Background: an optimization exercise with open tools, aiming at small area. Do not read the settings as production practice. Function was checked by simulation only, so behaviour that the tests miss may differ from the original. Power figures rest on the tool's default switching activity, not on a simulated workload.

## flow/run.sh

```bash
#!/bin/bash
# synth_recipe.tcl (not shown) runs the flow's synth.tcl, then flattens the netlist and writes it again
# the make line also repeats each setting of config.mk as NAME=value (left out here)
make -C /OpenROAD-flow-scripts/flow DESIGN_CONFIG=/design/flow/config.mk WORK_HOME=/design/flow/orfs CLKGATE_MAP_FILE= SYNTH_SCRIPT=/design/flow/synth_recipe.tcl finish
```

## flow/config.mk

```make
export PLATFORM = sky130hd
export DESIGN_NAME = Config
export DESIGN_NICKNAME = Config
export VERILOG_FILES = /design/flow/design.v
export SDC_FILE = /design/flow/constraint.sdc
export NUM_CORES = 4
export LEC_CHECK = 0
export CAP_MARGIN = 20
export CORE_MARGIN = 2
export CORE_UTILIZATION = 40
export SLEW_MARGIN = 20
```

## flow/constraint.sdc

```tcl
create_clock -name core_clock -period 10.0 [get_ports {CLK}]
set_input_delay 2.0000 -clock core_clock [delete_from_list [all_inputs] [get_ports {CLK}]]
set_output_delay 2.0000 -clock core_clock [all_outputs]
set_load 0.01 [all_outputs]
```

## flow/design.v

```verilog
module config_UART #(
	parameter Mode = 0,  
	parameter ComRate = 25  
) (
	input CLK,
	input RST,  
	input Rx,
	output reg [31:0] WriteData,
	output ComActive,
	output reg WriteStrobe,
	output [7:0] Command,
	output reg ReceiveLED
);
	localparam TimeToSendValue = 16777-1;  
	localparam TestFileChecksum = 20'h4FB00;
	function [4:0] ASCII2HEX;
	input [7:0] ASCII;
	begin
	case (ASCII)
		8'h30: ASCII2HEX = 5'b00000; 
		8'h31: ASCII2HEX = 5'b00001;
		8'h32: ASCII2HEX = 5'b00010;
		8'h33: ASCII2HEX = 5'b00011;
		8'h34: ASCII2HEX = 5'b00100;
		8'h35: ASCII2HEX = 5'b00101;
		8'h36: ASCII2HEX = 5'b00110;
		8'h37: ASCII2HEX = 5'b00111;
		8'h38: ASCII2HEX = 5'b01000;
		8'h39: ASCII2HEX = 5'b01001;
		8'h41: ASCII2HEX = 5'b01010;   
		8'h61: ASCII2HEX = 5'b01010;   
		8'h42: ASCII2HEX = 5'b01011;   
		8'h62: ASCII2HEX = 5'b01011;   
		8'h43: ASCII2HEX = 5'b01100;   
		8'h63: ASCII2HEX = 5'b01100;   
		8'h44: ASCII2HEX = 5'b01101;   
		8'h64: ASCII2HEX = 5'b01101;   
		8'h45: ASCII2HEX = 5'b01110;   
		8'h65: ASCII2HEX = 5'b01110;   
		8'h46: ASCII2HEX = 5'b01111;   
		8'h66: ASCII2HEX = 5'b01111;   
		default: ASCII2HEX = 5'b10000;    
	endcase
	end
	endfunction
	localparam HighNibble = 1, LowNibble = 0;
	reg ReceiveState;
	reg [3:0] HighReg;
	wire [4:0] HexValue;  
	reg [7:0] HexData;  
	reg HexWriteStrobe;  
	reg [11:0] ComCount;
	reg ComTick;
	localparam WaitForStartBit=0, DelayAfterStartBit=1, GetBit0=2, GetBit1=3, GetBit2=4, GetBit3=5, GetBit4=6, GetBit5=7, GetBit6=8, GetBit7=9, GetStopBit=10;
	reg [3:0] ComState;
	reg [7:0] ReceivedWord;
	reg RxLocal;
	reg [23:0] ID_Reg;
	reg [31:0] Start_Reg;
	reg [15:0] Size_Reg;
	reg [15:0] CRC_Reg;
	reg [7:0] Command_Reg;
	reg [7:0] Data_Reg;
	wire [7:0] ReceivedByte;
	reg TimeToSend;
	reg [14:0] TimeToSendCounter;
	localparam Idle=0, GetID_00=1, GetID_AA=2, GetID_FF=3, GetCommand=4, EvalCommand=5, GetData=6;
	reg [2:0] PresentState;
	localparam Word0=0, Word1=1, Word2=2, Word3=3;
	reg [1:0] GetWordState;
	reg LocalWriteStrobe;
	reg ByteWriteStrobe;
	reg [19:0] CRCReg,b_counter;
	reg [22:0] blink;
	always @ (posedge CLK)
	begin : P_sync
		if (RST) RxLocal <= 1'b1;
		else RxLocal <= Rx;
	end 
	always @ (posedge CLK)
	begin : P_com_en
		if (RST) begin
			ComCount <= 0;
			ComTick <= 1'b0;
		end else if (ComState == WaitForStartBit) begin
			ComCount <= ComRate/2; 
			ComTick <= 1'b0;
		end else if (ComCount==0) begin
			ComCount <= ComRate;
			ComTick <= 1'b1;
		end else begin
			ComCount <= ComCount - 1;
			ComTick <= 1'b0;
		end
	end
	always @ (posedge CLK)
	begin : P_COM
		if (RST) begin
			ComState <= WaitForStartBit;
			ReceivedWord <= 0;
			ID_Reg <= 0;
			Command_Reg <= 0;
			Data_Reg <= 0;
		end else begin
		case(ComState)
		WaitForStartBit: begin
			if (RxLocal==1'b0) begin
				ComState <= DelayAfterStartBit;
				ReceivedWord <= 0;
			end
		end
		DelayAfterStartBit: begin
			if (ComTick==1'b1) begin
				ComState <= GetBit0;
			end
		end
		GetBit0: begin
			if (ComTick==1'b1) begin
				ComState <= GetBit1;
				ReceivedWord[0] <= RxLocal;
			end
		end
		GetBit1: begin
			if (ComTick==1'b1) begin
				ComState <= GetBit2;
				ReceivedWord[1] <= RxLocal;
			end
		end
		GetBit2: begin
			if (ComTick==1'b1) begin
				ComState <= GetBit3;
				ReceivedWord[2] <= RxLocal;
			end
		end
		GetBit3: begin
			if (ComTick==1'b1) begin
				ComState <= GetBit4;
				ReceivedWord[3] <= RxLocal;
			end
		end
		GetBit4: begin
			if (ComTick==1'b1) begin
				ComState <= GetBit5;
				ReceivedWord[4] <= RxLocal;
			end
		end
		GetBit5: begin
			if (ComTick==1'b1) begin
				ComState <= GetBit6;
				ReceivedWord[5] <= RxLocal;
			end
		end
		GetBit6: begin
			if (ComTick==1'b1) begin
				ComState <= GetBit7;
				ReceivedWord[6] <= RxLocal;
			end
		end
		GetBit7: begin
			if (ComTick==1'b1) begin
				ComState <= GetStopBit;
				ReceivedWord[7] <= RxLocal;
			end
		end
		GetStopBit: begin
			if (ComTick==1'b1) begin
				ComState <= WaitForStartBit;
			end
		end
		endcase
		if (ComState==GetStopBit && ComTick==1'b1) begin
			case (PresentState)
				GetID_00: ID_Reg[23:16] <= ReceivedWord;
				GetID_AA: ID_Reg[15:8] <= ReceivedWord;
				GetID_FF: ID_Reg[7:0] <= ReceivedWord;
				GetCommand: Command_Reg <= ReceivedWord;
				GetData: Data_Reg <= ReceivedWord;
			endcase
		end
		end
	end 
	always @(posedge CLK)
	begin : P_FSM
		if (RST) begin
			PresentState <= Idle;
		end else begin
		case(PresentState)
		Idle: begin
			if (ComState==WaitForStartBit && RxLocal==1'b0) begin 
				PresentState <= GetID_00;
			end
		end
		GetID_00: begin
			if (TimeToSend==1'b1) begin 
				PresentState<=Idle;
			end else if (ComState==GetStopBit && ComTick==1'b1) begin
				PresentState <= GetID_AA;
			end
		end
		GetID_AA: begin
			if (TimeToSend==1'b1) begin
				PresentState<=Idle;
			end else if (ComState==GetStopBit && ComTick==1'b1) begin
				PresentState <= GetID_FF;
			end
		end
		GetID_FF: begin
			if (TimeToSend==1'b1) begin
				PresentState<=Idle;
			end else if (ComState==GetStopBit && ComTick==1'b1) begin 
				PresentState <= GetCommand;
			end
		end
		GetCommand: begin
			if (TimeToSend==1'b1) begin
				PresentState<=Idle;
			end else if (ComState==GetStopBit && ComTick==1'b1) begin 
				PresentState <= EvalCommand;
			end
		end
		EvalCommand: begin
			if (ID_Reg==24'h00AAFF && (Command_Reg[6:0]=={3'b000,4'h1} || Command_Reg[6:0]=={3'b000,4'h2})) begin
				PresentState <= GetData;
			end else begin
				PresentState <= Idle;
			end
		end
		GetData: begin
			if (TimeToSend==1'b1) begin 
				PresentState<=Idle; 
			end
		end
		endcase
		end
	end 
	assign Command = Command_Reg;
	if (Mode==0 || Mode==1) begin : L_hexmode 
		assign HexValue = ASCII2HEX(ReceivedWord);
		always @ (posedge CLK)
		begin
			if (RST) begin
				ReceiveState <= HighNibble;
				HighReg <= 0;
				HexData <= 0;
				HexWriteStrobe <= 1'b0;
			end else begin
			if (PresentState!=GetData) begin
				ReceiveState <= HighNibble;
			end else if (ComState==GetStopBit && ComTick==1'b1 && HexValue[4]==1'b0) begin
				if(ReceiveState==HighNibble) begin
					ReceiveState <= LowNibble;
				end
			end else begin
			  ReceiveState <= HighNibble;
			end
			if (ComState==GetStopBit && ComTick==1'b1 && HexValue[4]==1'b0) begin
				if(ReceiveState==HighNibble) begin
					HighReg <= HexValue[3:0];
					HexWriteStrobe <= 1'b0;
				end else begin 
					HexData <= {HighReg,HexValue[3:0]};
					HexWriteStrobe <= 1'b1;
				end
			end else begin
				HexWriteStrobe <= 1'b0;
			end
			end
		end 
	end
	always @(posedge CLK)
	begin : P_checksum
		if (RST) begin
			CRCReg <= TestFileChecksum;
			b_counter <= TestFileChecksum;
			ReceiveLED <= 1'b0;
			blink <= 0;
		end else begin
		if (PresentState==GetCommand) begin  
			CRCReg <= 0;
			b_counter <= 0;
		end else if (Mode==1 || (Mode==0 && Command_Reg[7]==1'b1)) begin  
			if (ComState==GetStopBit && ComTick==1'b1 && HexValue[4]==1'b0 && PresentState==GetData && ReceiveState==LowNibble) begin
				CRCReg <= CRCReg + {HighReg,HexValue[3:0]};
				b_counter <= b_counter+1;
			end
		end else begin 
			if (ComState==GetStopBit && ComTick==1'b1 && (PresentState==GetData)) begin
				CRCReg <= CRCReg + ReceivedWord;
				b_counter <= b_counter +1;
			end
		end 
		if (PresentState==GetData) begin
			ReceiveLED <= 1'b1;  
		end else if ((PresentState==Idle) && (CRCReg!=TestFileChecksum)) begin
			ReceiveLED <= blink[22];
		end else begin
			ReceiveLED <= 1'b0;  
		end
		blink <= blink-1;
		end
	end  
	always @(posedge CLK)
	begin : P_bus
		if (RST) begin
			LocalWriteStrobe <= 1'b0;
			ByteWriteStrobe <= 1'b0;
		end else begin
		if (PresentState==EvalCommand) begin
			LocalWriteStrobe <= 1'b0;
		end else if (PresentState==GetData && ComState==GetStopBit && ComTick==1'b1) begin
			LocalWriteStrobe <= 1'b1;
		end else begin
			LocalWriteStrobe <= 1'b0;
		end
		if (Mode==2 || (Mode==0 && Command_Reg[7]==1'b0)) begin  
			ByteWriteStrobe <= LocalWriteStrobe;  
		end else begin
			ByteWriteStrobe <= HexWriteStrobe;
		end
		end
	end 
	always @(posedge CLK)
	begin : P_WordMode
		if (RST) begin
			GetWordState <= Word0;
			WriteData <= 0;
			WriteStrobe <= 1'b0;
		end else begin
		if (PresentState==EvalCommand) begin
			GetWordState <= Word0;
			WriteData <= 0;
		end else begin
			case(GetWordState)
			Word0: begin
				if (ByteWriteStrobe==1'b1) begin
					WriteData[31:24] <= ReceivedByte;
					GetWordState <= Word1;
				end
			end
			Word1: begin
				if (ByteWriteStrobe==1'b1) begin
					WriteData[23:16] <= ReceivedByte;
					GetWordState <= Word2;
				end
			end
			Word2: begin
				if (ByteWriteStrobe==1'b1) begin
					WriteData[15:8] <= ReceivedByte;
					GetWordState <= Word3;
				end
			end
			Word3: begin
				if (ByteWriteStrobe==1'b1) begin
					WriteData[7:0] <= ReceivedByte;
					GetWordState <= Word0;
				end
			end
			endcase
		end
		if (ByteWriteStrobe==1'b1 && GetWordState==Word3) begin
			WriteStrobe <= 1'b1;
		end else begin
			WriteStrobe <= 1'b0;
		end
		end
	end 
	assign ReceivedByte = (Mode==2 || (Mode==0 && Command_Reg[7]==1'b0)) ? Data_Reg : HexData;  
	assign ComActive = (PresentState==GetData) ? 1'b1 : 1'b0;
	always @(posedge CLK)
	begin : P_TimeOut
		if (RST) begin
			TimeToSendCounter <= TimeToSendValue;
			TimeToSend <= 1'b0;
		end else if (PresentState==Idle || ComState==GetStopBit) begin
			TimeToSendCounter <= TimeToSendValue;
			TimeToSend <= 1'b0;
		end else if (TimeToSendCounter>0) begin
			TimeToSendCounter <= TimeToSendCounter - 1;
			TimeToSend <= 1'b0;
		end else begin
			TimeToSendCounter <= TimeToSendCounter;
			TimeToSend <= 1'b1;  
		end
	end 
endmodule
module bitbang (s_clk, s_data, strobe, data, active, clk, rst);
	localparam on_pattern = 16'hFAB1; 
	localparam off_pattern = 16'hFAB0; 
	input s_clk;
	input s_data;
	output reg strobe;
	output reg [31:0] data;
	output reg active;
	input clk; 
	input rst;
	reg [3:0] s_data_sample;
	reg [3:0] s_clk_sample;
	reg [31:0] serial_data;
	reg [15:0] serial_control;
	reg local_strobe;
	reg old_local_strobe;
	always @ (posedge clk)
	begin : p_input_sync
		if (rst) begin
			s_data_sample <= 4'b0;
			s_clk_sample  <= 4'b0;
		end else begin
		s_data_sample <= {s_data_sample[3-1:0],s_data};
		s_clk_sample  <= {s_clk_sample[3-1:0],s_clk};
		end
	end
	always @ (posedge clk)
	begin : p_in_shift
		if (rst) begin
			serial_data <= 32'b0;
			serial_control <= 16'b0;
		end else begin
		if ((s_clk_sample[3] == 1'b0) && (s_clk_sample[3-1] == 1'b1)) begin
			serial_data <= {serial_data[31-1:0],s_data_sample[3]};
		end
		if ((s_clk_sample[3] == 1'b1) && (s_clk_sample[3-1] == 1'b0)) begin
			serial_control <= {serial_control[15-1:0],s_data_sample[3]};  
		end
		end
	end
	always @ (posedge clk)
	begin : p_parallel_load
		if (rst) begin
			data <= 32'b0;
			local_strobe <= 1'b0;
			old_local_strobe <= 1'b0;
			strobe <= 1'b0;
		end else begin
		local_strobe <= 1'b0;  
		if (serial_control == on_pattern) begin 
			data <= serial_data;
			local_strobe <= 1'b1;
		end  
		old_local_strobe <= local_strobe;
		strobe <= local_strobe & ~old_local_strobe;  
		end
	end
	always @ (posedge clk)
	begin : active_FSM
		if (rst) begin
			active <= 1'b0;
		end else begin
		if (serial_control == on_pattern) begin 
			active <= 1'b1;
		end
		if (serial_control == off_pattern) begin 
			active <= 1'b0;
		end
		end
	end
endmodule
module ConfigFSM (CLK, RST, WriteData, WriteStrobe, Reset, FrameAddressRegister, LongFrameStrobe, RowSelect);
	parameter NumberOfRows = 12;
	parameter RowSelectWidth = 5;
	parameter FrameBitsPerRow = 32;
	parameter desync_flag = 20;
	input CLK; 
	input RST;
	input [31:0] WriteData;
	input WriteStrobe;
	input Reset;
	output reg [FrameBitsPerRow-1:0] FrameAddressRegister;
	output reg LongFrameStrobe;
	output reg [RowSelectWidth-1:0] RowSelect;
	reg FrameStrobe;
	reg [4:0] FrameShiftState;
	reg [1:0] state;
	reg old_reset;
	always @ (posedge CLK) begin : P_FSM
		if (RST) begin
		old_reset <= 1'b0;
		FrameStrobe <= 1'b0;
		state <= 0;
		FrameShiftState <= 0;
		FrameAddressRegister <= 0;
		end else begin
		old_reset <= Reset;
		FrameStrobe <= 1'b0;
		if ((old_reset == 1'b0) && (Reset == 1'b1)) begin  
			state <= 0;
			FrameShiftState <= 0;
		end else begin
			case(state)
				0: begin  
					if(WriteStrobe == 1'b1) begin  
						if (WriteData == 32'hFAB0_FAB1) begin  
							state <= 1;  
						end
					end
				end
				1: begin  
					if(WriteStrobe == 1'b1) begin 
						if(WriteData[desync_flag] == 1'b1) begin  
							state <= 0;  
						end else begin
							FrameAddressRegister <= WriteData;
							FrameShiftState <= NumberOfRows  ;
							state <= 2;  
						end
					end
				end
				2: begin
					if(WriteStrobe == 1'b1) begin 
						FrameShiftState <= FrameShiftState -1 ;
						if(FrameShiftState == 1) begin  
							FrameStrobe <= 1'b1;  
							state <= 1;  
						end
					end
				end
			endcase
		end
		end
	end
	always @ (*) begin
		if(WriteStrobe) begin  
			RowSelect = FrameShiftState;  
		end else begin
			RowSelect = {RowSelectWidth{1'b1}};  
		end
	end
	reg oldFrameStrobe;
	always @ (posedge CLK) begin : P_StrobeREG
		if (RST) begin
		oldFrameStrobe <= 1'b0;
		LongFrameStrobe <= 1'b0;
		end else begin
		oldFrameStrobe <= FrameStrobe;
		LongFrameStrobe <= (FrameStrobe || oldFrameStrobe);
		end
	end 
endmodule
module Config (CLK, RST, Rx, ComActive, ReceiveLED, s_clk, s_data, SelfWriteData, SelfWriteStrobe, ConfigWriteData, ConfigWriteStrobe, FrameAddressRegister, LongFrameStrobe, RowSelect);
	parameter RowSelectWidth = 5;
	parameter FrameBitsPerRow = 32;
	input CLK;
	input RST;  
	input Rx;
	output ComActive;
	output ReceiveLED;
	input s_clk;
	input s_data;
	input [32-1:0] SelfWriteData;  
	input SelfWriteStrobe;  
	output [32-1:0] ConfigWriteData;
	output ConfigWriteStrobe;
	output [FrameBitsPerRow-1:0] FrameAddressRegister;
	output LongFrameStrobe;
	output [RowSelectWidth-1:0] RowSelect;
	wire [7:0] Command;
	wire [31:0] UART_WriteData;
	wire UART_WriteStrobe;
	wire [31:0] UART_WriteData_Mux;
	wire UART_WriteStrobe_Mux;
	wire UART_ComActive;
	wire UART_LED;
	wire [31:0] BitBangWriteData;
	wire BitBangWriteStrobe;
	wire [31:0] BitBangWriteData_Mux;
	wire BitBangWriteStrobe_Mux;
	wire BitBangActive;
	wire Reset;
	config_UART INST_config_UART (
	.CLK(CLK),
	.RST(RST),
	.Rx(Rx),
	.WriteData(UART_WriteData),
	.ComActive(UART_ComActive),
	.WriteStrobe(UART_WriteStrobe),
	.Command(Command),
	.ReceiveLED(UART_LED)
	);
	bitbang Inst_bitbang (
	.s_clk(s_clk),
	.s_data(s_data),
	.strobe(BitBangWriteStrobe),
	.data(BitBangWriteData),
	.active(BitBangActive),
	.clk(CLK),
	.rst(RST)
	);
	assign BitBangWriteData_Mux = BitBangActive ? BitBangWriteData : SelfWriteData;
	assign BitBangWriteStrobe_Mux = BitBangActive ? BitBangWriteStrobe : SelfWriteStrobe;	
	assign UART_WriteData_Mux = UART_ComActive ? UART_WriteData : BitBangWriteData_Mux;
	assign UART_WriteStrobe_Mux = UART_ComActive ? UART_WriteStrobe : BitBangWriteStrobe_Mux;	
	assign ConfigWriteData = UART_WriteData_Mux;
	assign ConfigWriteStrobe = UART_WriteStrobe_Mux;
	assign Reset = UART_ComActive || BitBangActive;
	assign ComActive = UART_ComActive;
	assign ReceiveLED = UART_LED^BitBangWriteStrobe;   
	ConfigFSM ConfigFSM_inst (
	.CLK(CLK),
	.RST(RST),
	.WriteData(UART_WriteData_Mux),
	.WriteStrobe(UART_WriteStrobe_Mux),
	.Reset(Reset),
	.FrameAddressRegister(FrameAddressRegister),
	.LongFrameStrobe(LongFrameStrobe),
	.RowSelect(RowSelect)
	);
endmodule
```

==> impl_metrics.yaml <==
status:
  run_status: "complete, no violations"
final_layout:
  drive_gt1_share_pct: 6.37
  layout.cell_area.non_filler_um2: 16300
  design.final.nets: 1711
  n_fill_cell: 3268
  syn2layout_area_growth_pct: 19.0
  antenna_cells: 0
route:
  via_density_per_instance: 5.34
  drt_pre_antenna_iters: 7
  routed_wire_length_per_instance_um: 16.6
  drc: 0
  initialDrtViolationCount: 635
  vias: 11361
  ant_nets: 0
  drt-total-wl_um: 35300
clock_network:
  cts.repair.resized: 0
  cts-buffers-inserted: 37
  cts_post_setup_buffers_inserted: 0
  clock_latency_ns: 0.53
  tritoncts_num_sinks: 314
  ctsHoldBuffers: 0
  tritoncts: "done"
  ctsHtreeMaxLevel: 2
  cts.reportedPaths.clkPinSlew_ns: 0.06
  clock_tree.buffer_depth: 3
  clockRootBuffer: "clkbuf_16"
synth:
  synth.avg_cell_area_um2: 8.56
  ys_warn_count: 3
  postSynthRegisterBits: 314
  combined_area_of_all_synthesized_cells_um2: 13700
  count_of_flip_flops_with_a_built_in_enable_after_synthesis: 0
  synth_fp_nets: 1658
  ys_seq_area_share_pct: 45.9
  synth_top_area_share_pct: 45.9
  synth.largest_area_cell: "dfxtp_1"
  syn-instance-count: 1602
  async_flop_share_pct: 0
  netlist-cell-type-count: 71
  leading_register_cell_type_out_of_synthesis: "dfxtp_1"
  synth.area.top_cells: "dfxtp_1 (46%), mux2i_1 (9.5%), nand2_1 (6.3%)"
power:
  p_per_area_nw_per_um2: 180
  static-leakage-power_nw: 6.11
  power.share.combinational_pct: 7.4
  clockPowerShare_pct: 47.9
  p_sw_share_pct: 22.5
  ir_drop_uv: 110
  pwr-share-seq_pct: 44.7
  cell_internal_pwr_mw: 2.27
  net-switching-power_mw: 0.662
die:
  core.rowCount: 67
  die_width_um: 189
  die_area_um2: 35800
  start_util_pct: 40.8
  fp.dieH_um: 189
  core_um2: 33600
  ios: 111
grt:
  globalRouteOverflowTotal: 0
  initial_antenna_violation_count: 0
  grt.met3_usage_pct: 3.52
  grt_pass1_vias: 10702
  routing_layer_with_the_top_usage_in_global_route: "met2"
  grt_first_pass_wirelength_um: 57300
  use_met2_pct: 31.9
  grt.met1_usage_pct: 26.3
  global_route.usage.total_pct: 19.6
  maximum_number_of_pins_on_one_net_before_global_route_repair: 108
hold_path:
  min_path_cells: 1
  path_category_of_the_worst_min_delay_check: "reg -> reg"
sta:
  setup_repair_after_global_routing_missed_its_margin: "no"
  fin_worst_hold_slack_ns: 0.385
  slew_viols_final: 0
  max_freq_ghz: 0.167
  fin_crit_ns: 5.98
  post-route-period-util_pct: 59.8
  final.setup_skew_ns: 0.0235
  setup_total_negative_slack_ns: 0
  setup-violations-final: 0
  timing.max_slew.rel_slack_pct: 27.8
  hold_viol: 0
  worst_pin_slew_ns: 1.08
worst_setup_path:
  cp-startpoint: "SelfWriteStrobe"
  cp_data_required_time_ns: 8.00
  critPathCaptureType: "output port"
  largest_fanout_of_any_net_on_the_critical_path: 7
  endpoint: "RowSelect[1]"
  ff2ff_setup_slack_ns: 6.20
  worst-r2r-cell-count: 13
  criticalPathCategory: "in -> out"
  startpoint_of_the_lowest_slack_register_to_register_path: "INST_config_UART.ReceivedWord[6]$_SDFFE_PP0P_"
  cp_data_arrival_time_ns: 3.98
  worst_r2r_endpoint: "INST_config_UART.CRCReg[8]$_SDFFE_PP1P_"
  critPathLaunchType: "primary input"
place:
  placed_cell_area_um2: 15000
  placement.io_buffers: 109
  routabilityCongestion: 0.892
  dp_hpwl_um: 24400
run:
  max_cap_violations: 0
==> worst min-delay path by stage <==
| stage | start | to | slack (ns) |
|---|---|---|---|
| 6_report | Inst_bitbang.old_local_strobe$_SDFF_PP0_ | Inst_bitbang.strobe$_SDFF_PP0_ | 0.39 |
| 5_1_grt | Inst_bitbang.old_local_strobe$_SDFF_PP0_ | Inst_bitbang.strobe$_SDFF_PP0_ | 0.41 |
| 4_1_cts | Inst_bitbang.old_local_strobe$_SDFF_PP0_ | Inst_bitbang.strobe$_SDFF_PP0_ | 0.39 |
| 3_5_place_dp | Inst_bitbang.old_local_strobe$_SDFF_PP0_ | Inst_bitbang.strobe$_SDFF_PP0_ | 0.38 |
| 3_3_place_gp | Inst_bitbang.old_local_strobe$_SDFF_PP0_ | Inst_bitbang.strobe$_SDFF_PP0_ | 0.37 |
| 2_1_floorplan | Inst_bitbang.old_local_strobe$_SDFF_PP0_ | Inst_bitbang.strobe$_SDFF_PP0_ | 0.37 |
==> cell families (layout without fill, tap and decap cells) <==
group,count (synthesis),after routing,share of synthesized area (%)
AO/OA/AOI/OAI,283,283,12.2
adder cells (fa/ha/maj),19,19,1.77
multiplexers,136,136,9.99
AND/OR/NAND/NOR,677,677,23.6
XOR/XNOR,46,46,2.94
buffers and inverters,126,205,3.58
flip-flops,314,314,45.9
other,1,1,0.0274
==> synth_stat cells (all sizes together), types with 17 or more instances <==
cell    instances
dfxtp         314
nand2         231
nor2          222
a21oi         133
mux2i         130
clkbuf         77
o21ai          63
a211oi         42
nor3           37
xnor2          28
buf            25
inv            24
nor4           23
or3            20
nor2b          18
xor2           18
ha             17
==> registers in the layout, indices dropped and copies added (netlist names), 5 cells and up <==
register                             cells
ConfigFSM_inst.FrameShiftState           5
INST_config_UART.Command_Reg             8
INST_config_UART.TimeToSendCounter      15
Inst_bitbang.data                       32
INST_config_UART.blink                  23
INST_config_UART.ID_Reg                 24
ConfigFSM_inst.FrameAddressRegister     31
INST_config_UART.CRCReg                 20
INST_config_UART.Data_Reg                8
INST_config_UART.ComCount               12
Inst_bitbang.serial_data                32
Inst_bitbang.serial_control             16
INST_config_UART.HexData                 8
INST_config_UART.ReceivedWord            8
INST_config_UART.WriteData              32
==> worst max-delay path: stages <==
cell	delay, ns
clkdlybuf4s50_1	0.44
mux2_2	0.27
mux2i_1	0.38
inv_1	0.23
nand2_1	0.12
clkdlybuf4s50_1	0.53
==> per-layer routing <==
layer  vias to the layer above  wire length [µm]
li1                       5681                 -
met1                      5308             16200
met2                       314             16000
met3                        58              2090
met4                         0               990
met5                         -                 0
==> metrics by stage <==
stage          setup WS [ns]  total power, mW  instances  util, %
6_report                4.02             2.94       2129     48.5
5_1_grt                 3.93             3.05       2129     48.5
4_1_cts                 4.03             2.97       2129     48.5
3_5_place_dp            4.06             1.56       2064     44.7
3_3_place_gp            4.14             1.55       2064     44.7
2_1_floorplan           5.15             1.49       1602        -
==> final cells by class <==
class	count	area [µm²]	share of cell area, %
Clock inverter	9	149	0.913
Clock buffer	56	1140	6.99
Inverter	24	90.1	0.552
Tap cell	448	561	3.44
Timing Repair Buffer	116	1140	7.02
Multi-Input combinational cell	1162	6940	42.5
Sequential cell	314	6290	38.5
==> cells in the final DEF (no fill, tap or decap), drive strengths merged, types with 8 or more instances in the layout <==
master	instances
xor2	18
nor2b	18
or3	20
and3	8
nor2	222
nor4	23
inv	24
nand4b	12
o21ai	63
clkdlybuf4s50	108
nor4b	10
or2	10
nand4	13
buf	8
nand2	231
a211oi	42
a21oi	133
dfxtp	314
xnor2	28
clkbuf	56
mux2i	130
or4	13
nand2b	11
nand3	16
ha	17
nor3	37
==> power groups by stage <==
| stage | sequential [mW] | combinational (mW) | clock (mW) |
|---|---|---|---|
| 2_1_floorplan | 1.33 | 0.159 | 0 |
| 3_3_place_gp | 1.34 | 0.213 | 0 |
| 3_5_place_dp | 1.34 | 0.217 | 0 |
| 4_1_cts | 1.31 | 0.219 | 1.44 |
| 5_1_grt | 1.32 | 0.240 | 1.49 |
| 6_report | 1.31 | 0.217 | 1.41 |

## static timing again, ports no longer ideal
How much do the figures lean on ideal ports? The routed layout below was timed once more, with nothing changed but the port constraints.
Step 1: set_driving_cell puts a clkbuf_16 on CLK and a buf_2 on each other input, an assumption about the parent block.
Step 2 moves the port delays by t, midway between the first and last clock arrival at a register: inputs arrive t later, outputs are due t later. That takes back most of the time a late clock gives input paths.
Three values: no drivers, after step 1, after step 2; two values: the first two.
t, ns: 0.564
setup slack, ns: 4.016 / 3.986 / 3.986
hold slack, ns: 0.385 / 0.385 / 0.385
worst setup path after step 2: input to output
clock arrival spread, ns: 0.024 / 0.023
After both steps this run still meets setup and hold. For this run, drivers alone change the setup slack by -0.030 ns; drivers and shift together by -0.030 ns.
